This is an optimization exercise on Yosys and OpenROAD, whose aim is small area and a short achievable clock period, not a production implementation.
The RTL was checked by simulation tests, not by an equivalence proof against the original design.

[flow/design.v]
module MAC_25(
    input         sys_clk,
    input         sys_en,
    input         rst_n,
    input  [7:0]  data_in_a,
    input         sign_data_in_a,
    input  [7:0]  data_in_b,
    output [15:0] mul_output,
    output [24:0] mac_output
);
    wire [64:0] pp;
    wire [15:0] ra, rb, prod;
    wire [24:0] acc_next;
    reg  [24:0] acc;
    mac_pp u_pp(.data_in_a(data_in_a), .sign_data_in_a(sign_data_in_a), .data_in_b(data_in_b), .pp(pp));
    mac_tree u_tree(.pp(pp), .ra(ra), .rb(rb));
    mac_cpa u_cpa(.ra(ra), .rb(rb), .prod(prod));
    mac_acc u_acc(.sys_en(sys_en), .acc(acc), .prod(prod), .acc_next(acc_next));
    assign mul_output = prod;
    always @(posedge sys_clk or negedge rst_n) begin
        if (!rst_n)
            acc <= 25'd0;
        else
            acc <= acc_next;
    end
    assign mac_output = acc;
endmodule
module mac_pp(input [7:0] data_in_a, input sign_data_in_a, input [7:0] data_in_b, output [64:0] pp);
    wire [7:0] a = data_in_a;
    wire       t = sign_data_in_a;
    wire       bz = |data_in_b[6:0];
    wire [7:0] bp = {data_in_b[7] & bz, data_in_b[6:0]} ^ {8{t}};
    wire       sel1 = data_in_b[0];
    wire       sel2 = t & ~data_in_b[0];
    wire pp0_0 = (sel1 & a[0]);
    wire pp0_1 = (sel1 & a[1]) | (sel2 & a[0]);
    wire pp0_2 = (sel1 & a[2]) | (sel2 & a[1]);
    wire pp0_3 = (sel1 & a[3]) | (sel2 & a[2]);
    wire pp0_4 = (sel1 & a[4]) | (sel2 & a[3]);
    wire pp0_5 = (sel1 & a[5]) | (sel2 & a[4]);
    wire pp0_6 = (sel1 & a[6]) | (sel2 & a[5]);
    wire pp0_7 = (sel1 & a[7]) | (sel2 & a[6]);
    wire pp0_8 = (sel2 & a[7]);
    wire pp1_0 = a[0] & bp[1];
    wire pp1_1 = a[1] & bp[1];
    wire pp1_2 = a[2] & bp[1];
    wire pp1_3 = a[3] & bp[1];
    wire pp1_4 = a[4] & bp[1];
    wire pp1_5 = a[5] & bp[1];
    wire pp1_6 = a[6] & bp[1];
    wire pp1_7 = a[7] & bp[1];
    wire pp2_0 = a[0] & bp[2];
    wire pp2_1 = a[1] & bp[2];
    wire pp2_2 = a[2] & bp[2];
    wire pp2_3 = a[3] & bp[2];
    wire pp2_4 = a[4] & bp[2];
    wire pp2_5 = a[5] & bp[2];
    wire pp2_6 = a[6] & bp[2];
    wire pp2_7 = a[7] & bp[2];
    wire pp3_0 = a[0] & bp[3];
    wire pp3_1 = a[1] & bp[3];
    wire pp3_2 = a[2] & bp[3];
    wire pp3_3 = a[3] & bp[3];
    wire pp3_4 = a[4] & bp[3];
    wire pp3_5 = a[5] & bp[3];
    wire pp3_6 = a[6] & bp[3];
    wire pp3_7 = a[7] & bp[3];
    wire pp4_0 = a[0] & bp[4];
    wire pp4_1 = a[1] & bp[4];
    wire pp4_2 = a[2] & bp[4];
    wire pp4_3 = a[3] & bp[4];
    wire pp4_4 = a[4] & bp[4];
    wire pp4_5 = a[5] & bp[4];
    wire pp4_6 = a[6] & bp[4];
    wire pp4_7 = a[7] & bp[4];
    wire pp5_0 = a[0] & bp[5];
    wire pp5_1 = a[1] & bp[5];
    wire pp5_2 = a[2] & bp[5];
    wire pp5_3 = a[3] & bp[5];
    wire pp5_4 = a[4] & bp[5];
    wire pp5_5 = a[5] & bp[5];
    wire pp5_6 = a[6] & bp[5];
    wire pp5_7 = a[7] & bp[5];
    wire pp6_0 = a[0] & bp[6];
    wire pp6_1 = a[1] & bp[6];
    wire pp6_2 = a[2] & bp[6];
    wire pp6_3 = a[3] & bp[6];
    wire pp6_4 = a[4] & bp[6];
    wire pp6_5 = a[5] & bp[6];
    wire pp6_6 = a[6] & bp[6];
    wire pp6_7 = a[7] & bp[6];
    wire nbp7 = ~bp[7];
    wire pp7_0 = ~a[0] | nbp7;
    wire pp7_1 = ~a[1] | nbp7;
    wire pp7_2 = ~a[2] | nbp7;
    wire pp7_3 = ~a[3] | nbp7;
    wire pp7_4 = ~a[4] | nbp7;
    wire pp7_5 = ~a[5] | nbp7;
    wire pp7_6 = ~a[6] | nbp7;
    wire pp7_7 = ~a[7] | nbp7;
    assign pp = {pp7_7, pp7_6, pp6_7, pp7_5, pp6_6, pp5_7, pp7_4, pp6_5, pp5_6, pp4_7, pp7_3, pp6_4, pp5_5, pp4_6, pp3_7, pp7_2, pp6_3, pp5_4, pp4_5, pp3_6, pp2_7, pp7_1, pp6_2, pp5_3, pp4_4, pp3_5, pp2_6, pp1_7, pp0_8, pp7_0, pp6_1, pp5_2, pp4_3, pp3_4, pp2_5, pp1_6, pp0_7, pp6_0, pp5_1, pp4_2, pp3_3, pp2_4, pp1_5, pp0_6, pp5_0, pp4_1, pp3_2, pp2_3, pp1_4, pp0_5, pp4_0, pp3_1, pp2_2, pp1_3, pp0_4, pp3_0, pp2_1, pp1_2, pp0_3, pp2_0, pp1_1, pp0_2, pp1_0, pp0_1, pp0_0};
endmodule
module mac_tree(input [64:0] pp, output [15:0] ra, output [15:0] rb);
    wire pp0_0 = pp[0];
    wire pp0_1 = pp[1];
    wire pp1_0 = pp[2];
    wire pp0_2 = pp[3];
    wire pp1_1 = pp[4];
    wire pp2_0 = pp[5];
    wire pp0_3 = pp[6];
    wire pp1_2 = pp[7];
    wire pp2_1 = pp[8];
    wire pp3_0 = pp[9];
    wire pp0_4 = pp[10];
    wire pp1_3 = pp[11];
    wire pp2_2 = pp[12];
    wire pp3_1 = pp[13];
    wire pp4_0 = pp[14];
    wire pp0_5 = pp[15];
    wire pp1_4 = pp[16];
    wire pp2_3 = pp[17];
    wire pp3_2 = pp[18];
    wire pp4_1 = pp[19];
    wire pp5_0 = pp[20];
    wire pp0_6 = pp[21];
    wire pp1_5 = pp[22];
    wire pp2_4 = pp[23];
    wire pp3_3 = pp[24];
    wire pp4_2 = pp[25];
    wire pp5_1 = pp[26];
    wire pp6_0 = pp[27];
    wire pp0_7 = pp[28];
    wire pp1_6 = pp[29];
    wire pp2_5 = pp[30];
    wire pp3_4 = pp[31];
    wire pp4_3 = pp[32];
    wire pp5_2 = pp[33];
    wire pp6_1 = pp[34];
    wire pp7_0 = pp[35];
    wire pp0_8 = pp[36];
    wire pp1_7 = pp[37];
    wire pp2_6 = pp[38];
    wire pp3_5 = pp[39];
    wire pp4_4 = pp[40];
    wire pp5_3 = pp[41];
    wire pp6_2 = pp[42];
    wire pp7_1 = pp[43];
    wire pp2_7 = pp[44];
    wire pp3_6 = pp[45];
    wire pp4_5 = pp[46];
    wire pp5_4 = pp[47];
    wire pp6_3 = pp[48];
    wire pp7_2 = pp[49];
    wire pp3_7 = pp[50];
    wire pp4_6 = pp[51];
    wire pp5_5 = pp[52];
    wire pp6_4 = pp[53];
    wire pp7_3 = pp[54];
    wire pp4_7 = pp[55];
    wire pp5_6 = pp[56];
    wire pp6_5 = pp[57];
    wire pp7_4 = pp[58];
    wire pp5_7 = pp[59];
    wire pp6_6 = pp[60];
    wire pp7_5 = pp[61];
    wire pp6_7 = pp[62];
    wire pp7_6 = pp[63];
    wire pp7_7 = pp[64];
    wire s1 = pp0_2 ^ pp1_1 ^ pp2_0;
    wire c2 = (pp0_2 & pp1_1) | (pp0_2 & pp2_0) | (pp1_1 & pp2_0);
    wire s3 = pp0_3 ^ pp1_2 ^ pp2_1;
    wire c4 = (pp0_3 & pp1_2) | (pp0_3 & pp2_1) | (pp1_2 & pp2_1);
    wire s5 = pp3_0 ^ c2 ^ s3;
    wire c6 = (pp3_0 & c2) | (pp3_0 & s3) | (c2 & s3);
    wire s7 = pp0_4 ^ pp1_3 ^ pp2_2;
    wire c8 = (pp0_4 & pp1_3) | (pp0_4 & pp2_2) | (pp1_3 & pp2_2);
    wire s9 = pp3_1 ^ pp4_0 ^ c4;
    wire c10 = (pp3_1 & pp4_0) | (pp3_1 & c4) | (pp4_0 & c4);
    wire s11 = s7 ^ c6 ^ s9;
    wire c12 = (s7 & c6) | (s7 & s9) | (c6 & s9);
    wire s13 = pp0_5 ^ pp1_4 ^ pp2_3;
    wire c14 = (pp0_5 & pp1_4) | (pp0_5 & pp2_3) | (pp1_4 & pp2_3);
    wire s15 = pp3_2 ^ pp4_1 ^ pp5_0;
    wire c16 = (pp3_2 & pp4_1) | (pp3_2 & pp5_0) | (pp4_1 & pp5_0);
    wire s17 = c8 ^ s13 ^ s15;
    wire c18 = (c8 & s13) | (c8 & s15) | (s13 & s15);
    wire s19 = c10 ^ s17 ^ c12;
    wire c20 = (c10 & s17) | (c10 & c12) | (s17 & c12);
    wire s21 = pp0_6 ^ pp1_5 ^ pp2_4;
    wire c22 = (pp0_6 & pp1_5) | (pp0_6 & pp2_4) | (pp1_5 & pp2_4);
    wire s23 = pp3_3 ^ pp4_2 ^ pp5_1;
    wire c24 = (pp3_3 & pp4_2) | (pp3_3 & pp5_1) | (pp4_2 & pp5_1);
    wire s25 = pp6_0 ^ c14 ^ c16;
    wire c26 = (pp6_0 & c14) | (pp6_0 & c16) | (c14 & c16);
    wire s27 = s21 ^ s23 ^ c18;
    wire c28 = (s21 & s23) | (s21 & c18) | (s23 & c18);
    wire s29 = s25 ^ s27;
    wire c30 = s25 & s27;
    wire s31 = 1'b1 ^ pp0_7 ^ pp1_6;
    wire c32 = (1'b1 & pp0_7) | (1'b1 & pp1_6) | (pp0_7 & pp1_6);
    wire s33 = pp2_5 ^ pp3_4 ^ pp4_3;
    wire c34 = (pp2_5 & pp3_4) | (pp2_5 & pp4_3) | (pp3_4 & pp4_3);
    wire s35 = pp5_2 ^ pp6_1 ^ c22;
    wire c36 = (pp5_2 & pp6_1) | (pp5_2 & c22) | (pp6_1 & c22);
    wire s37 = c24 ^ s31 ^ s33;
    wire c38 = (c24 & s31) | (c24 & s33) | (s31 & s33);
    wire s39 = c26 ^ pp7_0 ^ s35;
    wire c40 = (c26 & pp7_0) | (c26 & s35) | (pp7_0 & s35);
    wire s41 = s37 ^ c28 ^ s39;
    wire c42 = (s37 & c28) | (s37 & s39) | (c28 & s39);
    wire s43 = pp0_8 ^ pp1_7 ^ pp2_6;
    wire c44 = (pp0_8 & pp1_7) | (pp0_8 & pp2_6) | (pp1_7 & pp2_6);
    wire s45 = pp3_5 ^ pp4_4 ^ pp5_3;
    wire c46 = (pp3_5 & pp4_4) | (pp3_5 & pp5_3) | (pp4_4 & pp5_3);
    wire s47 = pp6_2 ^ c32 ^ c34;
    wire c48 = (pp6_2 & c32) | (pp6_2 & c34) | (c32 & c34);
    wire s49 = s43 ^ s45 ^ c36;
    wire c50 = (s43 & s45) | (s43 & c36) | (s45 & c36);
    wire s51 = c38 ^ pp7_1 ^ s47;
    wire c52 = (c38 & pp7_1) | (c38 & s47) | (pp7_1 & s47);
    wire s53 = c40 ^ s49 ^ s51;
    wire c54 = (c40 & s49) | (c40 & s51) | (s49 & s51);
    wire s55 = pp2_7 ^ pp3_6 ^ pp4_5;
    wire c56 = (pp2_7 & pp3_6) | (pp2_7 & pp4_5) | (pp3_6 & pp4_5);
    wire s57 = pp5_4 ^ pp6_3 ^ c44;
    wire c58 = (pp5_4 & pp6_3) | (pp5_4 & c44) | (pp6_3 & c44);
    wire s59 = c46 ^ s55 ^ c48;
    wire c60 = (c46 & s55) | (c46 & c48) | (s55 & c48);
    wire s61 = pp7_2 ^ s57 ^ c50;
    wire c62 = (pp7_2 & s57) | (pp7_2 & c50) | (s57 & c50);
    wire s63 = c52 ^ s59 ^ s61;
    wire c64 = (c52 & s59) | (c52 & s61) | (s59 & s61);
    wire s65 = pp3_7 ^ pp4_6 ^ pp5_5;
    wire c66 = (pp3_7 & pp4_6) | (pp3_7 & pp5_5) | (pp4_6 & pp5_5);
    wire s67 = pp6_4 ^ c56 ^ s65;
    wire c68 = (pp6_4 & c56) | (pp6_4 & s65) | (c56 & s65);
    wire s69 = c58 ^ pp7_3 ^ s67;
    wire c70 = (c58 & pp7_3) | (c58 & s67) | (pp7_3 & s67);
    wire s71 = c60 ^ s69 ^ c62;
    wire c72 = (c60 & s69) | (c60 & c62) | (s69 & c62);
    wire s73 = pp4_7 ^ pp5_6 ^ pp6_5;
    wire c74 = (pp4_7 & pp5_6) | (pp4_7 & pp6_5) | (pp5_6 & pp6_5);
    wire s75 = c66 ^ s73 ^ c68;
    wire c76 = (c66 & s73) | (c66 & c68) | (s73 & c68);
    wire s77 = pp7_4 ^ c70 ^ s75;
    wire c78 = (pp7_4 & c70) | (pp7_4 & s75) | (c70 & s75);
    wire s79 = pp5_7 ^ pp6_6 ^ c74;
    wire c80 = (pp5_7 & pp6_6) | (pp5_7 & c74) | (pp6_6 & c74);
    wire s81 = pp7_5 ^ s79 ^ c76;
    wire c82 = (pp7_5 & s79) | (pp7_5 & c76) | (s79 & c76);
    wire s83 = pp6_7 ^ c80 ^ pp7_6;
    wire c84 = (pp6_7 & c80) | (pp6_7 & pp7_6) | (c80 & pp7_6);
    assign ra = {1'b1, pp7_7, s83, c78, s77, c64, c54, c42, c30, c20, s19, s11, s5, s1, pp0_1, pp0_0};
    assign rb = {1'b0, c84, c82, s81, c72, s71, s63, s53, s41, s29, 1'b0, 1'b0, 1'b0, 1'b0, pp1_0, 1'b0};
endmodule
module mac_cpa(input [15:0] ra, input [15:0] rb, output [15:0] prod);
    wire [15:0] g85 = ra & rb;
    wire [15:0] p86 = ra ^ rb;
    wire G87 = g85[1] | (p86[1] & g85[0]);
    wire P88 = p86[1] & p86[0];
    wire G89 = g85[3] | (p86[3] & g85[2]);
    wire P90 = p86[3] & p86[2];
    wire G91 = g85[5] | (p86[5] & g85[4]);
    wire P92 = p86[5] & p86[4];
    wire G93 = g85[7] | (p86[7] & g85[6]);
    wire P94 = p86[7] & p86[6];
    wire G95 = g85[9] | (p86[9] & g85[8]);
    wire P96 = p86[9] & p86[8];
    wire G97 = g85[11] | (p86[11] & g85[10]);
    wire P98 = p86[11] & p86[10];
    wire G99 = g85[13] | (p86[13] & g85[12]);
    wire P100 = p86[13] & p86[12];
    wire G101 = g85[15] | (p86[15] & g85[14]);
    wire P102 = p86[15] & p86[14];
    wire G103 = g85[2] | (p86[2] & G87);
    wire P104 = p86[2] & P88;
    wire G105 = G89 | (P90 & G87);
    wire P106 = P90 & P88;
    wire G107 = g85[6] | (p86[6] & G91);
    wire P108 = p86[6] & P92;
    wire G109 = G93 | (P94 & G91);
    wire P110 = P94 & P92;
    wire G111 = g85[10] | (p86[10] & G95);
    wire P112 = p86[10] & P96;
    wire G113 = G97 | (P98 & G95);
    wire P114 = P98 & P96;
    wire G115 = g85[14] | (p86[14] & G99);
    wire P116 = p86[14] & P100;
    wire G117 = G101 | (P102 & G99);
    wire P118 = P102 & P100;
    wire G119 = g85[4] | (p86[4] & G105);
    wire P120 = p86[4] & P106;
    wire G121 = G91 | (P92 & G105);
    wire P122 = P92 & P106;
    wire G123 = G107 | (P108 & G105);
    wire P124 = P108 & P106;
    wire G125 = G109 | (P110 & G105);
    wire P126 = P110 & P106;
    wire G127 = g85[12] | (p86[12] & G113);
    wire P128 = p86[12] & P114;
    wire G129 = G99 | (P100 & G113);
    wire P130 = P100 & P114;
    wire G131 = G115 | (P116 & G113);
    wire P132 = P116 & P114;
    wire G133 = G117 | (P118 & G113);
    wire P134 = P118 & P114;
    wire G135 = g85[8] | (p86[8] & G125);
    wire P136 = p86[8] & P126;
    wire G137 = G95 | (P96 & G125);
    wire P138 = P96 & P126;
    wire G139 = G111 | (P112 & G125);
    wire P140 = P112 & P126;
    wire G141 = G113 | (P114 & G125);
    wire P142 = P114 & P126;
    wire G143 = G127 | (P128 & G125);
    wire P144 = P128 & P126;
    wire G145 = G129 | (P130 & G125);
    wire P146 = P130 & P126;
    wire G147 = G131 | (P132 & G125);
    wire P148 = P132 & P126;
    wire G149 = G133 | (P134 & G125);
    wire P150 = P134 & P126;
    assign prod = p86 ^ {G147, G145, G143, G141, G139, G137, G135, G125, G123, G121, G119, G105, G103, G87, g85[0], 1'b0};
endmodule
module mac_acc(input sys_en, input [24:0] acc, input [15:0] prod, output [24:0] acc_next);
    wire [15:0] pg = prod & {16{sys_en}};
    wire cy16;
    wire [15:0] lo_sum;
    wire [15:0] g151 = acc[15:0] & pg;
    wire [15:0] p152 = acc[15:0] ^ pg;
    wire G153 = g151[1] | (p152[1] & g151[0]);
    wire P154 = p152[1] & p152[0];
    wire G155 = g151[3] | (p152[3] & g151[2]);
    wire P156 = p152[3] & p152[2];
    wire G157 = g151[5] | (p152[5] & g151[4]);
    wire P158 = p152[5] & p152[4];
    wire G159 = g151[7] | (p152[7] & g151[6]);
    wire P160 = p152[7] & p152[6];
    wire G161 = g151[9] | (p152[9] & g151[8]);
    wire P162 = p152[9] & p152[8];
    wire G163 = g151[11] | (p152[11] & g151[10]);
    wire P164 = p152[11] & p152[10];
    wire G165 = g151[13] | (p152[13] & g151[12]);
    wire P166 = p152[13] & p152[12];
    wire G167 = g151[15] | (p152[15] & g151[14]);
    wire P168 = p152[15] & p152[14];
    wire G169 = g151[2] | (p152[2] & G153);
    wire P170 = p152[2] & P154;
    wire G171 = G155 | (P156 & G153);
    wire P172 = P156 & P154;
    wire G173 = g151[6] | (p152[6] & G157);
    wire P174 = p152[6] & P158;
    wire G175 = G159 | (P160 & G157);
    wire P176 = P160 & P158;
    wire G177 = g151[10] | (p152[10] & G161);
    wire P178 = p152[10] & P162;
    wire G179 = G163 | (P164 & G161);
    wire P180 = P164 & P162;
    wire G181 = g151[14] | (p152[14] & G165);
    wire P182 = p152[14] & P166;
    wire G183 = G167 | (P168 & G165);
    wire P184 = P168 & P166;
    wire G185 = g151[4] | (p152[4] & G171);
    wire P186 = p152[4] & P172;
    wire G187 = G157 | (P158 & G171);
    wire P188 = P158 & P172;
    wire G189 = G173 | (P174 & G171);
    wire P190 = P174 & P172;
    wire G191 = G175 | (P176 & G171);
    wire P192 = P176 & P172;
    wire G193 = g151[12] | (p152[12] & G179);
    wire P194 = p152[12] & P180;
    wire G195 = G165 | (P166 & G179);
    wire P196 = P166 & P180;
    wire G197 = G181 | (P182 & G179);
    wire P198 = P182 & P180;
    wire G199 = G183 | (P184 & G179);
    wire P200 = P184 & P180;
    wire G201 = g151[8] | (p152[8] & G191);
    wire P202 = p152[8] & P192;
    wire G203 = G161 | (P162 & G191);
    wire P204 = P162 & P192;
    wire G205 = G177 | (P178 & G191);
    wire P206 = P178 & P192;
    wire G207 = G179 | (P180 & G191);
    wire P208 = P180 & P192;
    wire G209 = G193 | (P194 & G191);
    wire P210 = P194 & P192;
    wire G211 = G195 | (P196 & G191);
    wire P212 = P196 & P192;
    wire G213 = G197 | (P198 & G191);
    wire P214 = P198 & P192;
    wire G215 = G199 | (P200 & G191);
    wire P216 = P200 & P192;
    assign lo_sum = p152 ^ {G213, G211, G209, G207, G205, G203, G201, G191, G189, G187, G185, G171, G169, G153, g151[0], 1'b0};
    assign cy16 = G215;
    assign acc_next[15:0] = lo_sum;
    wire inc = cy16 & ~pg[15];
    wire dec = pg[15] & ~cy16;
    wire [8:0] hi = acc[24:16];
    wire [8:0] ones, zeros;
    assign ones[0] = 1'b1;
    assign zeros[0] = 1'b1;
    assign ones[1] = ones[0] & hi[0];
    assign zeros[1] = zeros[0] & ~hi[0];
    assign ones[2] = ones[1] & hi[1];
    assign zeros[2] = zeros[1] & ~hi[1];
    assign ones[3] = ones[2] & hi[2];
    assign zeros[3] = zeros[2] & ~hi[2];
    assign ones[4] = ones[3] & hi[3];
    assign zeros[4] = zeros[3] & ~hi[3];
    assign ones[5] = ones[4] & hi[4];
    assign zeros[5] = zeros[4] & ~hi[4];
    assign ones[6] = ones[5] & hi[5];
    assign zeros[6] = zeros[5] & ~hi[5];
    assign ones[7] = ones[6] & hi[6];
    assign zeros[7] = zeros[6] & ~hi[6];
    assign ones[8] = ones[7] & hi[7];
    assign zeros[8] = zeros[7] & ~hi[7];
    assign acc_next[24:16] = hi ^ (({9{inc}} & ones) | ({9{dec}} & zeros));
endmodule
[flow/constraint.sdc]
create_clock -name core_clock -period 12.0 [get_ports {sys_clk}]
set_input_delay 2.4000 -clock core_clock [delete_from_list [all_inputs] [get_ports {sys_clk}]]
set_output_delay 2.4000 -clock core_clock [all_outputs]
set_load 0.01 [all_outputs]
[flow/standard.sh]
#!/bin/bash
# synth_recipe.tcl (not shown) runs the flow's synth.tcl, then flattens the netlist and writes it again
# the make line also repeats each setting of config.mk as NAME=value (left out here)
make -C /OpenROAD-flow-scripts/flow DESIGN_CONFIG=/design/flow/config.mk WORK_HOME=/design/flow/orfs CLKGATE_MAP_FILE= SYNTH_SCRIPT=/design/flow/synth_recipe.tcl "${@:-finish}"
[flow/flow/run.sh]
#!/bin/bash
set -euo pipefail
sed 's/yosys synth -nofsm -noshare/yosys synth -nofsm -noshare -noabc/' synth_recipe.tcl > my_synth.tcl
bash standard.sh "SYNTH_SCRIPT=$PWD/my_synth.tcl" "BUFFER_PORTS_ARGS=-buffer_cell sky130_fd_sc_hd__buf_1" finish > standard.log 2>&1
[flow/config.mk]
export PLATFORM = sky130hd
export DESIGN_NAME = MAC_25
export DESIGN_NICKNAME = MAC_25
export VERILOG_FILES = /design/flow/design.v
export SDC_FILE = /design/flow/constraint.sdc
export NUM_CORES = 4
export LEC_CHECK = 0
export CAP_MARGIN = 20
export CORE_MARGIN = 2
export CORE_UTILIZATION = 40
export SETUP_SLACK_MARGIN = 3.0
export SLEW_MARGIN = 20
export TNS_END_PERCENT = 0
==> impl_metrics.csv, run 1 <==
group,metric,value,unit
status,status,"timing/DRC/antenna clean",
routing,drc_errors,0,
sta,finalCriticalPeriod,8.88,ns
synthesis,syn_inst,320,
routing,wirelength,6.84,mm
layout,drive_above_1_share,7.92,%
worst_setup_path,worst-setup-path-type,"in -> out",
sta,worst_slew_pin_slew,0.625,ns
layout,num_antenna_cells,0,
grt,grt_start_max_net_pins,26,
worst_hold_path,holdPathEnd,"acc[24]$_DFF_PN0_",
place,port_buffers,60,
routing,detail-route-antenna-nets,0,
synthesis,synth.distinct_cells,42,
clock_tree,clock_latency,0.26,ns
synthesis,yosysSeqAreaShare,18.5,%
grt,grt_pass1_wl,11.4,mm
clock_tree,cts.root.buffer_cell,"clkbuf_8",
synthesis,syn_nets,416,
place,place_ws,2.48,ns
worst_setup_path,rr_endpoint,"acc[23]$_DFF_PN0_",
sta,skew,0.00522,ns
floorplanning,start_util,41.1,%
worst_setup_path,crit_path_end_kind,"output port",
worst_setup_path,worst_setup_path_start_kind,"input pin",
sta,finalSetupTns,0,ns
layout,nets,476,
grt,grt_overflow,0,
layout,top_regs,"acc: 25 flops",
floorplanning,die_h,95.9,um
sta,slew_headroom,58.2,%
worst_setup_path,cp_data_arrival_time,6.48,ns
floorplanning,die_area,9200,um^2
flow_run,drv_cap,0,
place,dp.cells,479,
sta,setup_ws,3.12,ns
floorplanning,die_x,95.9,um
synthesis,synth_area_per_cell,10.6,um^2
routing,num_vias,2500,
routing,drt_pass1_iterations,4,
clock_tree,cts_buffers,3,
worst_setup_path,r2r_start,"acc[0]$_DFF_PN0_",
layout,nFillCells,796,
synthesis,ys_ff_latch,25,
clock_tree,tritoncts,"yes",
worst_hold_path,whs_path_depth,1,
layout,fin_cells,484,
grt,grt_pass1_vias,2496,
routing,wl_per_cell,14.1,um
place,place.gp.congestion,0.852,
place,hpwlAfterDp,5.69,mm
layout,syn_to_final_growth,15.9,%
layout,post-route-util,47.7,%
worst_setup_path,cp_max_fo,8,
layout,largest_register_ffs,25,
worst_setup_path,r2r_setup_slack,8.51,ns
floorplanning,ios,61,
sta,finalHoldViolCount,0,
clock_tree,clock-sinks,25,
worst_hold_path,hold_class,"reg -> reg",
worst_setup_path,required,9.60,ns
worst_hold_path,min_from,"acc[24]$_DFF_PN0_",
floorplanning,rows,33,
sta,setup-violations-final,0,
clock_tree,cts_max_level,1,
layout,largest-register,"acc",
synthesis,ys_warn_count,1,
clock_tree,clk_pin_slew,0.08,ns
worst_setup_path,r2r_cells,13,
routing,viasPerCell,5.17,
grt,antenna_found_initial,0,
sta,post-route-period-util,74.0,%
grt,grtUsageTotal,15.5,%
routing,drt_iter0_drc,71,
clock_tree,clockBufferDepth,2,
clock_tree,hold_buffers,0,
sta,max_freq,113,MHz
sta,drv_slew,0,
synthesis,netlist_area,3380,um^2
sta,rsz0062_at_grt,"true",
floorplanning,coreArea,8220,um^2
==> metal layers <==
layer	up-vias	track usage (%)	wire, um
li1	1214	-	-
met1	1239	21.8	3150
met2	43	26.2	3400
met3	4	2.35	235
met4	0	1.79	53
met5	-	0	0
==> synthesized netlist by cell type <==
master | instances | area [um^2]
o31ai_2 | 1 | 12.5
a211oi_1 | 1 | 7.51
nor2b_1 | 4 | 25.0
fa_1 | 45 | 901
nand2_1 | 14 | 52.6
dfrtp_1 | 25 | 626
inv_1 | 7 | 26.3
o41ai_2 | 1 | 16.3
or3_1 | 1 | 6.26
a22oi_1 | 1 | 7.51
buf_4 | 3 | 22.5
nand4_1 | 3 | 18.8
and2_1 | 63 | 394
a21o_1 | 9 | 67.6
or4b_4 | 1 | 13.8
nor3_1 | 3 | 15.0
o211ai_1 | 2 | 15.0
o21ai_0 | 6 | 30.0
buf_2 | 2 | 10.0
o2111ai_1 | 1 | 8.76
o311a_1 | 1 | 10.0
mux2i_1 | 4 | 40.0
and4_1 | 2 | 17.5
nand3_1 | 3 | 15.0
a31oi_1 | 5 | 31.3
nor3b_2 | 1 | 12.5
nor3b_1 | 1 | 7.51
a22o_1 | 6 | 52.6
ha_1 | 31 | 388
nor2_1 | 8 | 30.0
o21bai_1 | 1 | 7.51
a21oi_1 | 14 | 70.1
xnor2_1 | 15 | 131
or4_1 | 1 | 7.51
xor2_1 | 20 | 175
mux2_2 | 1 | 11.3
and3_1 | 4 | 25.0
o21a_1 | 3 | 22.5
clkbuf_1 | 3 | 11.3
o211ai_2 | 1 | 12.5
a21boi_0 | 1 | 7.51
nor3_4 | 1 | 16.3
==> kinds of logic after synthesis <==
family                     share of synthesized area, %
AOI/OAI and AO/OA                                  11.2
muxes                                              1.52
xor gates and xnor gates                           9.07
buffers and inverters                              2.07
DFF                                                18.5
and+or+nand+nor                                    19.4
adders and majority gates                          38.1
==> cells in the final DEF (no fill, tap or decap), types with 4 or more instances in the layout <==
master   Yosys  final
and2_1      63     62
buf_1        0     57
fa_1        45     44
ha_1        31     30
dfrtp_1     25     25
xor2_1      20     15
nand2_1     14     14
xnor2_1     15     14
a21oi_1     14     13
a21o_1       9      9
nor2_1       8      8
inv_1        7      7
o21ai_0      6      6
a22o_1       6      6
xor2_4       0      5
and3_1       4      4
mux2i_1      4      4
==> how the worst max path moves through the flow <==
stage	from	to	slack [ns]
global placement	sign_data_in_a	mul_output[13]	2.58
CTS	sign_data_in_a	mul_output[9]	3.00
floorplan	sign_data_in_a	mul_output[13]	3.17
global route	sign_data_in_a	acc[23]$_DFF_PN0_	2.96
finish	sign_data_in_a	mul_output[13]	3.12
detailed placement	sign_data_in_a	acc[23]$_DFF_PN0_	2.48
==> final cells by class <==
cell class | instances | area (um^2) | share of cell area (%)
multi-input combinational | 280 | 2830 | 72.3
tap | 105 | 131 | 3.35
timing repair buffer | 63 | 258 | 6.58
inverter | 7 | 26.3 | 0.671
clock buffer | 4 | 45.0 | 1.15
sequential | 25 | 626 | 16.0
==> timing repair <==
item | in CTS | in global routing
resized for setup | 11 | 14
pin swaps | 2 | 1
setup buffers | 0 | 1
setup endpoints to repair | 13 | 12
==> per-stage QoR <==
stage / hold WS (ns) / cell area (um^2)
global route: 0.507 / 3920
floorplan: 0.508 / 3380
finish: 0.470 / 3920
CTS: 0.479 / 3810
detailed placement: 0.463 / 3710
global placement: 0.461 / 3710
==> worst max-delay path, stage by stage <==
cell     delay, ns
buf_6         0.16
xor2_4        0.23
and2_4        0.19
fa_1          0.46
fa_1          0.39
fa_2          0.35
fa_1          0.47
fa_1          0.57
ha_4          0.23
a21o_1        0.21
a31oi_4       0.16
o21a_1        0.22
mux2i_1       0.22
nand2_1       0.07
buf_1         0.13
==> run 2: changes to the inputs <==
--- a/flow/config.mk
+++ b/flow/config.mk
@@ -10,4 +10,4 @@
 export CORE_UTILIZATION = 40
-export SETUP_SLACK_MARGIN = 3.0
+export SETUP_SLACK_MARGIN = 3.5
 export SLEW_MARGIN = 20
-export TNS_END_PERCENT = 0
+export TNS_END_PERCENT = 5
==> run 2 against run 1 <==
  * Synthesized area did not move
  * Fmax is 3.3% higher
  * Core utilization is 2.2 points higher
  * Sequential share of layout area shrank 0.70 points
  * Count of clock-buffer cells in the layout did not move
  * Final area up 4.6%
  * Register-to-register slack got worse by 0.07 ns
  * Largest cell class unchanged
==> impl_metrics.csv, run 2 <==
group,metric,value,unit
floorplanning,die_area,9200,um^2
synthesis,syn_inst,320,
layout,final_cell_mix,"and2_1, buf_1, fa_1",
routing,wl_per_cell,14.3,um
floorplanning,die_h,95.9,um
sta,finalHoldViolCount,0,
sta,post-route-period-util,71.6,%
grt,antenna_found_initial,0,
worst_hold_path,hold_class,"reg -> reg",
grt,grt_overflow,0,
status,status,"timing/DRC/antenna clean",
sta,rsz0062_at_grt,"true",
sta,setup_ws,3.40,ns
clock_tree,cts.root.buffer_cell,"clkbuf_8",
clock_tree,cts_buffers,3,
routing,viasPerCell,5.16,
synthesis,synth_edf_count,0,
layout,largest_register_ffs,25,
sta,setup-violations-final,0,
synthesis,ys_top_cells_by_count,"and2_1, fa_1, ha_1",
layout,postLayoutCellArea,4100,um^2
place,place.gp.congestion,0.810,
synthesis,synth_area_per_cell,10.6,um^2
clock_tree,tritoncts,"yes",
place,port_buffers,60,
worst_setup_path,cp_data_arrival_time,6.20,ns
floorplanning,die_x,95.9,um
layout,num_antenna_cells,0,
routing,wirelength,7.00,mm
synthesis,synth.distinct_cells,42,
layout,top_regs,"acc: 25 flops",
layout,drive_above_1_share,15.8,%
sta,finalSetupTns,0,ns
sta,drv_slew,0,
place,hpwlAfterDp,5.70,mm
clock_tree,clock_latency,0.27,ns
grt,grt_pass1_vias,2502,
floorplanning,coreArea,8220,um^2
routing,detail-route-antenna-nets,0,
place,dpl_cell_area,3770,um^2
flow_run,drv_cap,0,
sta,slew_headroom,60.2,%
sta,max_freq,116,MHz
synthesis,synth_top_cell_by_area,"fa_1",
synthesis,syn_nets,416,
clock_tree,cts_max_level,1,
floorplanning,rows,33,
synthesis,synth-async-reset-ratio,100,%
synthesis,netlist_area,3380,um^2
sta,finalCriticalPeriod,8.60,ns
clock_tree,hold_buffers,0,
synthesis,ys_ff_latch,25,
routing,drc_errors,0,
grt,grt_pass1_wl,11.4,mm
grt,grtUsageTotal,15.7,%
worst_setup_path,cp_max_fo,8,
worst_setup_path,worst-setup-path-type,"in -> out",
grt,grt_start_max_net_pins,26,
synthesis,yosys-top-cells-area,"fa_1, dfrtp_1, and2_1, ha_1, xor2_1",
place,place_ws,2.63,ns
worst_setup_path,crit_path_end_kind,"output port",
worst_setup_path,required,9.60,ns
clock_tree,clock-sinks,25,
routing,num_vias,2533,
layout,largest-register,"acc",
layout,syn_to_final_growth,21.2,%
sta,worst_slew_pin_slew,0.597,ns
layout,nets,483,
synthesis,yosysMostFrequentCell,"and2_1",
synthesis,yosys_most_used_dff,"dfrtp_1",
synthesis,yosysSeqAreaShare,18.5,%
routing,drt_iter0_drc,56,
synthesis,netlist.area_leader.share,26.7,%
floorplanning,ios,61,
routing,drt_pass1_iterations,4,
worst_setup_path,worst_setup_path_start_kind,"input pin",
clock_tree,clockBufferDepth,2,
floorplanning,start_util,41.1,%
synthesis,ys_warn_count,1,
sta,skew,0.00584,ns
layout,final_common_cell,"and2_1",
clock_tree,clk_pin_slew,0.09,ns
## run 2: cell types whose count changed in the layout (fill, tap and decap cells not counted), sizes merged
cell    change
buf         +2
clkbuf      +5
## run 2: kinds of logic after synthesis
family	after synthesis	synth area share (%)
simple gates	110	19.4
fa+ha+maj	76	38.1
compound gates	54	11.2
xor+xnor	35	9.07
flops	25	18.5
buf+inv	15	2.07
mux	5	1.52
## run 2: cell type report
| type | instances | area, um^2 |
|---|---|---|
| Fill cell | 758 | 4120 |
| Tap cell | 105 | 131 |
| Timing Repair Buffer | 70 | 329 |
| Inverter | 7 | 26.3 |
| Sequential cell | 25 | 626 |
| Multi-Input combinational cell | 280 | 2940 |
| Clock buffer | 4 | 45.0 |
## run 2: routing by layer
| layer | vias up | GRT usage [%] | wire length (um) |
|---|---|---|---|
| met1 | 1260 | 20.9 | 3020 |
| met4 | 0 | 2.02 | 51 |
| met3 | 6 | 2.11 | 238 |
| met5 | - | 0 | 0 |
| met2 | 41 | 28.1 | 3690 |
| li1 | 1226 | - | - |
## run 2: per-stage QoR
stage                     cells  hold slack [ns]  util (%)
after floorplan             320            0.508         -
after global placement      478            0.460      45.8
after detailed placement    478            0.468      45.8
after CTS                   489            0.483      48.5
after global routing        491            0.511      49.8
final                       491            0.478      49.8
## run 2: worst paths after layout
path / from / endpoint / slack [ns] / depth (start not counted)
min: acc[24]$_DFF_PN0_ / acc[24]$_DFF_PN0_ / 0.48 / 1
max: sign_data_in_a / mul_output[13] / 3.40 / 15
max in group asynchronous: rst_n / acc[9]$_DFF_PN0_ / 9.66 / 2
min in group asynchronous: rst_n / acc[16]$_DFF_PN0_ / 2.10 / 2
max reg2reg: acc[0]$_DFF_PN0_ / acc[23]$_DFF_PN0_ / 8.44 / 13
min reg2reg: acc[24]$_DFF_PN0_ / acc[24]$_DFF_PN0_ / 0.48 / 1
## run 2: repair_timing
item / in CTS / in global routing
resized for setup: 21 / 24
endpoints found under the setup margin: 16 / 14
setup buffers: 7 / 2
pin swaps: 6 / 10
## run 2: critical path, cell delays in order
cell and delay [ns]:
buf_12 0.14, xor2_4 0.22, and2_4 0.18, fa_2 0.37, fa_2 0.35, fa_2 0.34, fa_1 0.45, fa_1 0.53
ha_4 0.23, a21o_4 0.24, a31oi_4 0.16, o21a_4 0.17, mux2i_1 0.21, nand2_1 0.07, buf_1 0.13
==> run 3: changes to the inputs <==
--- a/flow/config.mk
+++ b/flow/config.mk
@@ -10,4 +10,4 @@
 export CORE_UTILIZATION = 40
-export SETUP_SLACK_MARGIN = 3.5
+export SETUP_SLACK_MARGIN = 3.25
 export SLEW_MARGIN = 20
-export TNS_END_PERCENT = 5
+export TNS_END_PERCENT = 1
==> run 3 against run 2 <==
  * Flip-flop and latch count stayed put
  * Still clean on timing, DRC and antenna
  * Largest cell class unchanged
  * Critical path type unchanged
  * Final cell count increased by 0.20%
  * Highest routed layer unchanged
==> impl_metrics.csv, run 3 <==
group,metric,value,unit
worst_setup_path,path_cells,"buf_12 -> xor2_4 -> and2_4 -> fa_2 -> fa_2 -> fa_2 -> fa_1 -> fa_1 -> ha_4 -> a21o_1 -> a31oi_4 -> o21a_1 -> buf_4 -> xnor2_1 -> clkbuf_2",
worst_setup_path,crit_path_end_kind,"output port",
worst_setup_path,r2r_cells,13,
synthesis,yosysMostFrequentCell,"and2_1",
sta,slew_headroom,63.4,%
clock_tree,clock-sinks,25,
floorplanning,rows,33,
layout,syn_to_final_growth,21.6,%
grt,grt_pass1_wl,11.7,mm
layout,largest_register_ffs,25,
worst_setup_path,cp_data_arrival_time,6.29,ns
floorplanning,die_x,95.9,um
clock_tree,clockBufferDepth,2,
synthesis,ys_ff_latch,25,
routing,wl_per_cell,14.6,um
synthesis,synth.distinct_cells,42,
status,status,"timing/DRC/antenna clean",
sta,skew,0.00277,ns
sta,worst_slew_pin_slew,0.548,ns
layout,drive_above_1_share,15.2,%
layout,final_cell_mix,"and2_1, buf_1, fa_1",
routing,viasPerCell,5.17,
worst_setup_path,r2r_setup_slack,8.50,ns
clock_tree,cts.root.buffer_cell,"clkbuf_8",
grt,grt_overflow,0,
routing,wirelength,7.16,mm
grt,grt_pass1_vias,2553,
layout,top_regs,"acc: 25 flops",
synthesis,syn_nets,416,
worst_setup_path,worst_setup_path_start_kind,"input pin",
worst_hold_path,hold_class,"reg -> reg",
sta,rsz0062_at_grt,"true",
sta,max_freq,115,MHz
synthesis,synth_edf_count,0,
worst_setup_path,path_buf_inv,3,
floorplanning,coreArea,8220,um^2
worst_hold_path,holdPathEnd,"acc[24]$_DFF_PN0_",
sta,drv_slew,0,
synthesis,netlist_area,3380,um^2
layout,multi_input_area,2940,um^2
sta,setup-violations-final,0,
worst_setup_path,required,9.60,ns
sta,post-route-period-util,72.4,%
synthesis,ys_warn_count,1,
floorplanning,start_util,41.1,%
flow_run,drv_cap,0,
clock_tree,cts_max_level,1,
worst_hold_path,whs_path_depth,1,
clock_tree,cts_buffers,3,
place,port_buffers,60,
grt,grtUsageTotal,16.1,%
routing,drc_errors,0,
worst_hold_path,min_from,"acc[24]$_DFF_PN0_",
worst_setup_path,critPathTopFamily,"adder cells",
sta,finalHoldViolCount,0,
clock_tree,clock_latency,0.26,ns
worst_setup_path,crit_top_cell,"fa_2",
synthesis,yosys_most_used_dff,"dfrtp_1",
layout,largest-register,"acc",
synthesis,ys_top_cells_by_count,"and2_1, fa_1, ha_1",
layout,nets,484,
routing,detail-route-antenna-nets,0,
synthesis,synth_top_cell_by_area,"fa_1",
synthesis,netlist.area_leader.share,26.7,%
worst_setup_path,cpMaxStageDelayCell,"fa_1",
grt,antenna_found_initial,0,
place,dp.cells,478,
sta,finalCriticalPeriod,8.69,ns
synthesis,syn_inst,320,
floorplanning,ios,61,
floorplanning,die_area,9200,um^2
routing,drt_pass1_iterations,4,
worst_setup_path,cp_max_fo,8,
sta,finalSetupTns,0,ns
synthesis,yosysSeqAreaShare,18.5,%
clock_tree,clk_pin_slew,0.09,ns
routing,drt_iter0_drc,90,
synthesis,synth-async-reset-ratio,100,%
layout,fin_cells,492,
place,place.gp.congestion,0.807,
grt,grt_start_max_net_pins,26,
worst_setup_path,cp_slowest_stage_delay,0.53,ns
clock_tree,tritoncts,"yes",
layout,seq_area,626,um^2
worst_setup_path,r2r_start,"acc[0]$_DFF_PN0_",
routing,num_vias,2546,
layout,num_antenna_cells,0,
layout,final_common_cell,"and2_1",
synthesis,yosys-top-cells-area,"fa_1, dfrtp_1, and2_1, ha_1, xor2_1",
place,hpwlAfterDp,5.76,mm
worst_setup_path,rr_endpoint,"acc[23]$_DFF_PN0_",
worst_setup_path,worst-setup-path-type,"in -> out",
floorplanning,die_h,95.9,um
layout,nFillCells,773,
synthesis,synth_area_per_cell,10.6,um^2
run 3: metal layers:
layer / vias to the layer above / part of all wire (%) / wire [um] / GRT usage, %
met5: - / 0 / 0 / 0
met4: 0 / 1.0 / 74 / 2.14
met3: 6 / 2.8 / 204 / 2.27
met2: 49 / 52 / 3710 / 27.9
met1: 1264 / 44 / 3170 / 22.0
li1: 1227 / - / - / -
run 3: layout make-up:
type	count	share of cell area [%]
timing repair buffer	71	8.23
sequential	25	15.2
inverter	7	0.640
tap	105	3.20
multi-input combinational	280	71.6
clock buffer	4	1.10
run 3: worst max-delay path by stage:
stage / startpoint / to / slack [ns] / depth (start not counted)
after floorplan: sign_data_in_a / acc[23]$_DFF_PN0_ / 3.23 / 27
after global placement: sign_data_in_a / acc[23]$_DFF_PN0_ / 2.73 / 26
after detailed placement: sign_data_in_a / acc[23]$_DFF_PN0_ / 2.57 / 26
after CTS: data_in_b[1] / mul_output[13] / 3.20 / 15
after global routing: sign_data_in_a / mul_output[13] / 3.20 / 15
final: sign_data_in_a / mul_output[12] / 3.31 / 15
run 3: through the flow:
stage	worst slack [ns]	instance area (um^2)	util, %	hold slack [ns]
final	3.31	4110	50.0	0.478
after global routing	3.20	4110	50.0	0.509
after CTS	3.20	3980	48.4	0.483
after detailed placement	2.57	3720	45.2	0.471
after global placement	2.73	3720	45.2	0.461
after floorplan	3.23	3400	-	0.508
run 3: cell families (layout without fill, tap and decap cells):
| group | after synthesis | count (layout) | synth area share [%] |
|---|---|---|---|
| XOR/XNOR | 35 | 35 | 9.07 |
| AND/OR/NAND/NOR | 110 | 110 | 19.4 |
| multiplexers | 5 | 5 | 1.52 |
| flip-flops | 25 | 25 | 18.5 |
| buffers and inverters | 15 | 82 | 2.07 |
| AO/OA/AOI/OAI | 54 | 54 | 11.2 |
| adder cells (fa/ha/maj) | 76 | 76 | 38.1 |
run 3: timing repair:
| action | CTS | global route |
|---|---|---|
| hold buffers | 0 | 0 |
| buffers inserted | 6 | 4 |
| endpoints found under the setup margin | 14 | 14 |
| pin swaps | 7 | 13 |
| gates resized for setup | 31 | 20 |
==> run 4: changes to the inputs <==
==> flow/flow/run.sh (replaced) <==
#!/bin/bash
set -euo pipefail
sed 's/yosys synth -nofsm -noshare/yosys synth -nofsm -noshare -noabc/' synth_recipe.tcl > my_synth.tcl
bash standard.sh "SYNTH_SCRIPT=$PWD/my_synth.tcl" "BUFFER_PORTS_ARGS=-buffer_cell sky130_fd_sc_hd__buf_1" "SKIP_GATE_CLONING=1" finish > standard.log 2>&1
--- a/flow/config.mk
+++ b/flow/config.mk
@@ -10,4 +10,3 @@
 export CORE_UTILIZATION = 40
-export SETUP_SLACK_MARGIN = 3.25
+export SETUP_SLACK_MARGIN = 3.0
 export SLEW_MARGIN = 20
-export TNS_END_PERCENT = 1
==> run 4 against run 3 <==
  * Non-clock buffer count shrank 8
  * Routed wire length shrank 4.6%
  * Flip-flop and latch count is the same
  * Sequential share of layout area grew 0.72 points
  * Synthesized area is the same
  * Via count shrank 2.2%
  * Clock skew grew 0.0024 ns
  * Final area shrank 4.5%
  * Critical endpoint is now mul_output[13]
  * Critical path depth is the same
  * Core utilization shrank 2.3 points
==> impl_metrics.csv, run 4 <==
group,metric,value,unit
synthesis,syn_nets,416,
worst_setup_path,cp_data_arrival_time,6.44,ns
sta,skew,0.00521,ns
floorplanning,die_x,95.9,um
routing,num_vias,2491,
layout,final_cell_mix,"and2_1, buf_1, fa_1",
sta,slew_headroom,58.3,%
grt,grt_overflow,0,
synthesis,yosysSeqAreaShare,18.5,%
floorplanning,die_h,95.9,um
grt,grt_pass1_wl,11.4,mm
routing,detail-route-antenna-nets,0,
synthesis,synth_top_cell_by_area,"fa_1",
layout,largest-register,"acc",
synthesis,ys_warn_count,1,
grt,grtUsageTotal,15.5,%
clock_tree,cts.root.buffer_cell,"clkbuf_8",
place,place.gp.congestion,0.852,
worst_hold_path,hold_class,"reg -> reg",
layout,num_antenna_cells,0,
place,port_buffers,60,
layout,nets,476,
layout,largest_register_ffs,25,
worst_setup_path,worst-setup-path-type,"in -> out",
grt,grt_pass1_vias,2496,
worst_setup_path,worst_setup_path_start_kind,"input pin",
sta,setup-violations-final,0,
synthesis,synth-async-reset-ratio,100,%
routing,drc_errors,0,
sta,drv_slew,0,
floorplanning,coreArea,8220,um^2
synthesis,ys_top_cells_by_count,"and2_1, fa_1, ha_1",
sta,post-route-period-util,73.6,%
sta,finalHoldViolCount,0,
sta,max_freq,113,MHz
place,place_ws,2.48,ns
floorplanning,ios,61,
layout,syn_to_final_growth,16.1,%
synthesis,synth.distinct_cells,42,
worst_setup_path,required,9.60,ns
layout,nFillCells,797,
floorplanning,die_area,9200,um^2
sta,finalCriticalPeriod,8.84,ns
place,hpwlAfterDp,5.69,mm
layout,final_common_cell,"and2_1",
synthesis,netlist.area_leader.share,26.7,%
synthesis,netlist_area,3380,um^2
floorplanning,start_util,41.1,%
grt,antenna_found_initial,0,
synthesis,yosysMostFrequentCell,"and2_1",
clock_tree,clock-sinks,25,
clock_tree,cts_buffers,3,
clock_tree,hold_buffers,0,
synthesis,syn_inst,320,
synthesis,yosys_most_used_dff,"dfrtp_1",
clock_tree,cts_max_level,1,
grt,grt_start_max_net_pins,26,
clock_tree,tritoncts,"yes",
clock_tree,clockBufferDepth,2,
routing,drt_iter0_drc,63,
layout,top_regs,"acc: 25 flops",
sta,rsz0062_at_grt,"true",
layout,drive_above_1_share,8.44,%
clock_tree,clock_latency,0.26,ns
sta,worst_slew_pin_slew,0.624,ns
sta,finalSetupTns,0,ns
routing,drt_pass1_iterations,4,
sta,setup_ws,3.16,ns
synthesis,ys_ff_latch,25,
routing,wl_per_cell,14.1,um
flow_run,drv_cap,0,
synthesis,synth_area_per_cell,10.6,um^2
floorplanning,rows,33,
worst_setup_path,cp_max_fo,8,
synthesis,yosys-top-cells-area,"fa_1, dfrtp_1, and2_1, ha_1, xor2_1",
synthesis,synth_edf_count,0,
status,status,"timing/DRC/antenna clean",
routing,wirelength,6.83,mm
routing,viasPerCell,5.15,
clock_tree,clk_pin_slew,0.08,ns
worst_setup_path,crit_path_end_kind,"output port",
==> run 4: cell count changes in the layout (fill, tap and decap cells not counted), sizes merged <==
| cell | previous run | this run |
|---|---|---|
| clkbuf | 8 | 5 |
| buf | 67 | 62 |
==> run 4: logic make-up after synthesis <==
group	count (synthesis)	share of synthesized area (%)
buffers and inverters	15	2.07
flip-flops	25	18.5
AND/OR/NAND/NOR	110	19.4
adder cells (fa/ha/maj)	76	38.1
multiplexers	5	1.52
XOR/XNOR	35	9.07
AO/OA/AOI/OAI	54	11.2
==> run 4: worst max-delay path: stages <==
cell and delay, ns:
buf_6 0.16, xor2_4 0.23, and2_4 0.19, fa_2 0.39, fa_2 0.35, fa_2 0.35
fa_1 0.47, fa_1 0.57, ha_4 0.23, a21o_1 0.23, a31oi_4 0.22, o21a_1 0.22
mux2i_1 0.23, nand2_1 0.07, buf_1 0.13
==> run 4: stage by stage <==
stage	util, %	instance area (um^2)	instances	hold slack (ns)
2_1_floorplan	-	3380	320	0.508
3_3_place_gp	45.1	3710	479	0.461
3_5_place_dp	45.1	3710	479	0.463
4_1_cts	46.4	3810	483	0.479
5_1_grt	47.7	3920	484	0.507
6_report	47.7	3920	484	0.470
==> run 4: per-layer routing <==
metal | global-route usage (%) | share of wire (%)
met1 | 21.8 | 46
met2 | 26.2 | 50
met3 | 2.35 | 3.4
met4 | 1.79 | 0.78
met5 | 0 | 0
==> run 4: area by class of cell <==
cell class	instances	area, um^2	share of cell area, %
multi-input cells	280	2840	72.3
clock buffers	4	45.0	1.15
flip-flops and latches	25	626	16.0
inverters	7	26.3	0.670
well taps	105	131	3.35
repair buffers	63	258	6.57
==> run 4: final timing paths <==
check,cells past startpoint,slack [ns],from,to
max in group asynchronous,2,9.65,rst_n,acc[10]$_DFF_PN0_
min reg2reg,1,0.47,acc[24]$_DFF_PN0_,acc[24]$_DFF_PN0_
max,15,3.16,sign_data_in_a,mul_output[13]
max reg2reg,13,8.51,acc[0]$_DFF_PN0_,acc[23]$_DFF_PN0_
min in group asynchronous,2,2.11,rst_n,acc[17]$_DFF_PN0_
min,1,0.47,acc[24]$_DFF_PN0_,acc[24]$_DFF_PN0_
==> run 4: timing repair <==
action / in CTS / in global routing
setup buffers: 0 / 1
endpoints found under the hold margin: 0 / 0
pin swaps: 2 / 3
gates resized for setup: 11 / 16
setup endpoints to repair: 13 / 12
==> run 5: changes to the inputs <==
==> flow/flow/run.sh (replaced) <==
#!/bin/bash
set -euo pipefail
sed 's/yosys synth -nofsm -noshare/yosys synth -nofsm -noshare -noabc/' synth_recipe.tcl > my_synth.tcl
bash standard.sh "SYNTH_SCRIPT=$PWD/my_synth.tcl" "BUFFER_PORTS_ARGS=-buffer_cell sky130_fd_sc_hd__buf_1" "SETUP_MOVE_SEQUENCE=unbuffer,sizeup,swap" finish > standard.log 2>&1
==> run 5 against run 4 <==
  * Register-to-register slack lost 0.06 ns
  * Die area did not move
  * Critical path type unchanged
  * Largest cell class unchanged
  * Fmax hardly changed
  * Global-route usage unchanged
  * Final cell count decreased by 0.21%
  * Flip-flop and latch count stayed put
  * Synthesized area did not move
==> impl_metrics.csv, run 5 <==
group,metric,value,unit
sta,setup-violations-final,0,
worst_setup_path,cp_data_arrival_time,6.44,ns
sta,slew_headroom,58.4,%
sta,drv_slew,0,
grt,grt_overflow,0,
routing,drc_errors,0,
synthesis,synth.distinct_cells,42,
worst_setup_path,cp_max_fo,8,
place,hpwlAfterDp,5.69,mm
worst_setup_path,cpMaxStageDelayCell,"fa_1",
layout,final_common_cell,"and2_1",
sta,post-route-period-util,73.6,%
synthesis,yosys-top-cells-area,"fa_1, dfrtp_1, and2_1, ha_1, xor2_1",
synthesis,synth_top_cell_by_area,"fa_1",
worst_setup_path,crit_top_cell,"fa_1",
clock_tree,clock-sinks,25,
place,place.gp.congestion,0.852,
routing,wirelength,6.85,mm
worst_setup_path,path_buf_inv,2,
layout,largest-register,"acc",
grt,grt_start_max_net_pins,26,
layout,final_cell_mix,"and2_1, buf_1, fa_1",
floorplanning,ios,61,
sta,holdWs,0.470,ns
worst_setup_path,critPathTopFamily,"adder cells",
sta,finalCriticalPeriod,8.84,ns
synthesis,ys_top_cells_by_count,"and2_1, fa_1, ha_1",
floorplanning,die_h,95.9,um
grt,grtUsageTotal,15.5,%
routing,drt_iter0_drc,78,
layout,postLayoutCellArea,3920,um^2
layout,drive_above_1_share,8.47,%
worst_setup_path,required,9.60,ns
sta,max_freq,113,MHz
floorplanning,die_x,95.9,um
synthesis,syn_nets,416,
flow_run,drv_cap,0,
synthesis,ys_ff_latch,25,
synthesis,yosysMostFrequentCell,"and2_1",
synthesis,synth_edf_count,0,
sta,finalSetupTns,0,ns
worst_setup_path,path_cells,"buf_6 -> nor2b_2 -> and2_1 -> fa_1 -> fa_2 -> fa_1 -> fa_1 -> ha_4 -> a21o_1 -> a31oi_4 -> o21a_1 -> mux2i_1 -> nand2_1 -> buf_1",
routing,viasPerCell,5.14,
sta,worst_slew_pin_slew,0.621,ns
layout,top_regs,"acc: 25 flops",
status,status,"timing/DRC/antenna clean",
grt,antenna_found_initial,0,
synthesis,ys_warn_count,1,
layout,nets,475,
clock_tree,cts_buffers,3,
layout,num_antenna_cells,0,
clock_tree,clockBufferDepth,2,
routing,drt_pass1_iterations,4,
grt,grt_pass1_vias,2496,
place,port_buffers,60,
clock_tree,clk_pin_slew,0.08,ns
clock_tree,tritoncts,"yes",
layout,nFillCells,797,
synthesis,synth-async-reset-ratio,100,%
sta,rsz0062_at_grt,"false",
routing,num_vias,2485,
synthesis,netlist.area_leader.share,26.7,%
worst_setup_path,cp_slowest_stage_delay,0.57,ns
sta,skew,0.00522,ns
synthesis,synth_area_per_cell,10.6,um^2
worst_setup_path,worst_setup_path_start_kind,"input pin",
worst_hold_path,hold_class,"reg -> reg",
layout,largest_register_ffs,25,
layout,seq_area,626,um^2
floorplanning,coreArea,8220,um^2
routing,wl_per_cell,14.2,um
floorplanning,rows,33,
worst_setup_path,worst-setup-path-type,"in -> out",
synthesis,yosys_most_used_dff,"dfrtp_1",
layout,multi_input_area,2840,um^2
synthesis,yosysSeqAreaShare,18.5,%
floorplanning,start_util,41.1,%
routing,detail-route-antenna-nets,0,
sta,finalHoldViolCount,0,
clock_tree,cts.root.buffer_cell,"clkbuf_8",
layout,syn_to_final_growth,15.9,%
grt,grt_pass1_wl,11.4,mm
place,dpl_cell_area,3710,um^2
synthesis,netlist_area,3380,um^2
clock_tree,cts_setup_buffers,0,
worst_setup_path,crit_path_end_kind,"output port",
floorplanning,die_area,9200,um^2
clock_tree,clock_latency,0.26,ns
clock_tree,cts_max_level,1,
synthesis,syn_inst,320,
## run 5: cell families (layout without fill, tap and decap cells)
logic type / count (synthesis) / count (layout) / share of synthesized area, %
AO/OA/AOI/OAI: 54 / 54 / 11.2
XOR/XNOR: 35 / 35 / 9.07
adder cells (fa/ha/maj): 76 / 76 / 38.1
buffers and inverters: 15 / 73 / 2.07
flip-flops: 25 / 25 / 18.5
multiplexers: 5 / 5 / 1.52
AND/OR/NAND/NOR: 110 / 110 / 19.4
## run 5: per-stage QoR
stage | worst slack (ns) | util [%] | instances
6_report | 3.16 | 47.7 | 483
5_1_grt | 3.00 | 47.7 | 483
4_1_cts | 3.00 | 46.4 | 483
3_5_place_dp | 2.48 | 45.1 | 479
3_3_place_gp | 2.58 | 45.1 | 479
2_1_floorplan | 3.17 | - | 320
## run 5: path summary, 6_finish.rpt
kind	startpoint	end	slack, ns	cells past startpoint
setup / recovery	sign_data_in_a	mul_output[13]	3.16	14
hold / removal	acc[24]$_DFF_PN0_	acc[24]$_DFF_PN0_	0.47	1
setup reg to reg	acc[0]$_DFF_PN0_	acc[23]$_DFF_PN0_	8.45	13
hold reg to reg	acc[24]$_DFF_PN0_	acc[24]$_DFF_PN0_	0.47	1
max in group asynchronous	rst_n	acc[10]$_DFF_PN0_	9.65	2
min in group asynchronous	rst_n	acc[17]$_DFF_PN0_	2.11	2
## run 5: cell type report
class / instances / area share, %
clock buffer: 4 / 1.15
inverter: 7 / 0.671
multi-input combinational: 280 / 72.5
sequential: 25 / 16.0
tap: 105 / 3.35
timing repair buffer: 62 / 6.39
## run 5: layer usage
| metal | track usage, % | vias up | wire, um |
|---|---|---|---|
| li1 | - | 1210 | - |
| met1 | 21.8 | 1230 | 3170 |
| met2 | 26.2 | 41 | 3400 |
| met3 | 2.35 | 4 | 230 |
| met4 | 1.79 | 0 | 53 |
| met5 | 0 | - | 0 |
## run 5: repair_timing
item / 4_1_cts / 5_1_grt
hold buffers: 0 / 0
endpoints found under the setup margin: 13 / 12
pin swaps: 2 / 4
resized for setup: 11 / 18
==> run 6: changes to the inputs <==
==> flow/flow/run.sh (replaced) <==
#!/bin/bash
set -euo pipefail
HERE=$PWD
sed -e 's#^source \$::env(SCRIPTS_DIR)/synth_preamble.tcl#source $::env(SCRIPTS_DIR)/synth_preamble.tcl\nset abc_args [lreplace $abc_args 1 1 '"$HERE"'/flow/abc.script]#' \
    "$FLOW_HOME/scripts/synth.tcl" > my_synth_core.tcl
sed -e 's/yosys synth -nofsm -noshare/yosys synth -nofsm -noshare -noabc/' \
    -e 's#^source \$::env(SCRIPTS_DIR)/synth.tcl#source '"$HERE"'/my_synth_core.tcl#' synth_recipe.tcl > my_synth.tcl
bash standard.sh "SYNTH_SCRIPT=$HERE/my_synth.tcl" "BUFFER_PORTS_ARGS=-buffer_cell sky130_fd_sc_hd__buf_1" "SETUP_MOVE_SEQUENCE=unbuffer,sizeup,swap" finish > standard.log 2>&1
==> flow/flow/abc.script (new file) <==
&get -n
&st
&dch
&nf
&st
&syn2
&synch2
&nf
&st
&syn2
&synch2
&nf
&st
&syn2
&synch2
&nf
&st
&syn2
&synch2
&nf
&st
&syn2
&synch2
&nf
&put
buffer -c
topo
stime -c
upsize -c
dnsize -c
==> run 6 against run 5 <==
  * Still clean
  * Final area grew 0.22%
  * Non-clock buffer count shrank 1
  * Count of clock-buffer cells in the layout is the same
  * Flip-flop and latch count is the same
  * Worst setup slack lost 0.22 ns
  * Critical endpoint is now mul_output[15]
  * Largest cell class unchanged
==> impl_metrics.csv, run 6 <==
group,metric,value,unit
layout,nets,456,
worst_setup_path,crit_path_end_kind,"output port",
sta,slew_headroom,67.2,%
routing,met3WireLength,245,um
synthesis,synth-async-reset-ratio,100,%
layout,post-route-util,50.8,%
routing,viasPerCell,4.98,
worst_setup_path,path_buf_inv,3,
place,dp.cells,457,
synthesis,ys_top_cells_by_count,"and2_1, fa_1, ha_1",
worst_hold_path,hold_class,"reg -> reg",
worst_setup_path,path_cells,"buf_16 -> xor2_4 -> and2_4 -> fa_2 -> fa_2 -> fa_1 -> fa_1 -> ha_4 -> inv_2 -> o21bai_4 -> a21oi_4 -> nor2b_4 -> o21a_1 -> o21a_1 -> o21a_1 -> o21a_1 -> o21a_1 -> nor2_2 -> buf_2",
sta,max_freq,110,MHz
synthesis,synthSimpleGateAreaFrac,19.7,%
synthesis,netlist_area,3200,um^2
place,hpwlAfterDp,5.21,mm
worst_setup_path,cp_data_arrival_time,6.65,ns
synthesis,synth_top_family_by_area,"adder cells",
clock_tree,cts_buffers,3,
layout,nFillCells,732,
layout,fin_cells,461,
floorplanning,die_x,93.4,um
sta,setup-violations-final,0,
synthesis,ys_warn_count,1,
layout,drive_above_1_share,19.2,%
synthesis,synthXorXnorAreaFrac,8.76,%
worst_setup_path,worst-setup-path-type,"in -> out",
synthesis,netlist.area_leader.share,28.2,%
clock_tree,cts.root.buffer_cell,"clkbuf_8",
floorplanning,die_area,8730,um^2
synthesis,ys_ff_latch,25,
worst_setup_path,r2r_setup_slack,7.47,ns
clock_tree,cts_setup_buffers,0,
layout,final_common_cell,"and2_1",
floorplanning,rows,32,
layout,final_cell_mix,"and2_1, buf_1, fa_1",
sta,drv_slew,0,
place,place.gp.congestion,0.783,
synthesis,yosysSeqAreaShare,19.6,%
layout,largest_register_ffs,25,
synthesis,synth_compound_area_share,8.64,%
layout,syn_to_final_growth,22.7,%
worst_setup_path,worst_setup_path_start_kind,"input pin",
routing,wl_per_cell,13.4,um
clock_tree,clock_latency,0.26,ns
flow_run,drv_cap,0,
worst_hold_path,holdPathEnd,"acc[24]$_DFF_PN0_",
routing,detail-route-antenna-nets,0,
floorplanning,start_util,41.4,%
grt,grt_pass1_wl,10.7,mm
synthesis,synth_edf_count,0,
worst_setup_path,cpMaxStageDelayCell,"fa_2",
grt,grt_start_max_net_pins,26,
layout,top_regs,"acc: 25 flops",
synthesis,synth.distinct_cells,35,
layout,largest-register,"acc",
synthesis,syn_nets,399,
routing,drt-met1-wl,2.75,mm
synthesis,yosysMostFrequentCell,"and2_1",
floorplanning,die_h,93.4,um
layout,num_antenna_cells,0,
status,status,"timing/DRC/antenna clean",
worst_hold_path,whs_path_depth,1,
sta,setup_ws,2.95,ns
synthesis,yosys-top-cells-area,"fa_1, dfrtp_1, and2_1, ha_1, xnor2_1",
sta,finalSetupTns,0,ns
worst_setup_path,required,9.60,ns
-- run 6: final cells by class --
| class | instances | area (um^2) | area share (%) |
|---|---|---|---|
| multi-input combinational | 260 | 2820 | 71.9 |
| sequential | 25 | 626 | 15.9 |
| timing repair buffer | 61 | 270 | 6.89 |
| tap | 102 | 128 | 3.25 |
| clock buffer | 4 | 45.0 | 1.15 |
| inverter | 9 | 33.8 | 0.861 |
-- run 6: kinds of logic (layout without fill, tap and decap cells) --
family                   count (synthesis)  in the layout
AND/OR/NAND/NOR                        115            115
adder cells (fa/ha/maj)                 76             76
multiplexers                             2              2
buffers and inverters                   18             74
XOR/XNOR                                32             32
flip-flops                              25             25
AO/OA/AOI/OAI                           35             35
-- run 6: repair_timing --
item                                    in CTS  in global routing
endpoints found under the setup margin      12                  5
resized for setup                           37                 22
gates cloned                                 0                  0
pin swaps                                   19                 16
-- run 6: through the flow --
stage	hold WS, ns	instance area (um^2)
detailed placement	0.474	3610
global placement	0.459	3610
floorplan	0.508	3330
global route	0.497	3930
CTS	0.486	3830
finish	0.475	3930
-- run 6: worst max path at each step --
stage	to	slack, ns	start	depth (start not counted)
CTS	mul_output[14]	2.88	sign_data_in_a	19
finish	mul_output[15]	2.95	sign_data_in_a	19
detailed placement	mul_output[15]	2.00	sign_data_in_a	19
global placement	mul_output[15]	2.05	sign_data_in_a	17
global route	mul_output[15]	2.73	sign_data_in_a	19
floorplan	mul_output[15]	2.98	sign_data_in_a	17
-- run 6: worst reg2reg max path, stage by stage, from the launching register on --
cell and delay, ns:
dfrtp_1 0.38, ha_1 0.21, fa_1 0.44, a21o_1 0.19, a21o_1 0.20, a31o_1 0.25
a21oi_2 0.19, o21bai_1 0.13, a21o_1 0.19, a21o_1 0.20, a21oi_2 0.21, o21bai_2 0.11
a21oi_4 0.21, o21bai_4 0.09, a21oi_4 0.20, o21ba_1 0.14, ha_1 0.18, nand2_1 0.11
nor4_2 0.28, nor4b_1 0.28, a31oi_1 0.09, xnor2_1 0.14
-- run 6: per-layer routing --
metal	vias up	GRT usage (%)
met3	2	2.74
met4	0	2.21
li1	1105	-
met1	1156	20.6
met2	32	25.8
met5	-	0

==> afterwards: timing with drivers on the ports <==
How much do the figures lean on ideal ports? The routed layouts below were timed once more, with nothing changed but the port constraints. Step 1 sets driving cells, clkbuf_16 on the clock port and buf_2 on the other inputs (assumed; they add their load-dependent delay and slew). Step 2, shift: input delay + t, output delay - t, t = (earliest + latest rising clock arrival at the registers) / 2. This alone moves slack from input paths to output paths. Three values: ideal, step 1, step 2; two values: the first two.
| run | t, ns | setup WS [ns] | hold WS [ns] | pins driven straight from the clock port |
|---|---|---|---|---|
| run 1 | 0.288 | 3.125 / 3.093 / 2.997 | 0.470 / 0.470 / 0.470 | 1 |
| run 2 | 0.292 | 3.404 / 3.358 / 3.337 | 0.478 / 0.478 / 0.478 | 1 |
| run 3 | 0.289 | 3.314 / 3.261 / 3.179 | 0.478 / 0.478 / 0.478 | 1 |
| run 4 | 0.288 | 3.164 / 3.130 / 3.028 | 0.470 / 0.470 / 0.470 | 1 |
| run 5 | 0.288 | 3.162 / 3.123 / 3.053 | 0.470 / 0.470 / 0.470 | 1 |
| run 6 | 0.289 | 2.946 / 2.873 / 2.873 | 0.475 / 0.475 / 0.475 | 1 |
After both steps every run listed still meets setup and hold. The setup slack of run 4, which loses most, moves by -0.034 ns with the drivers and by -0.136 ns with both steps.
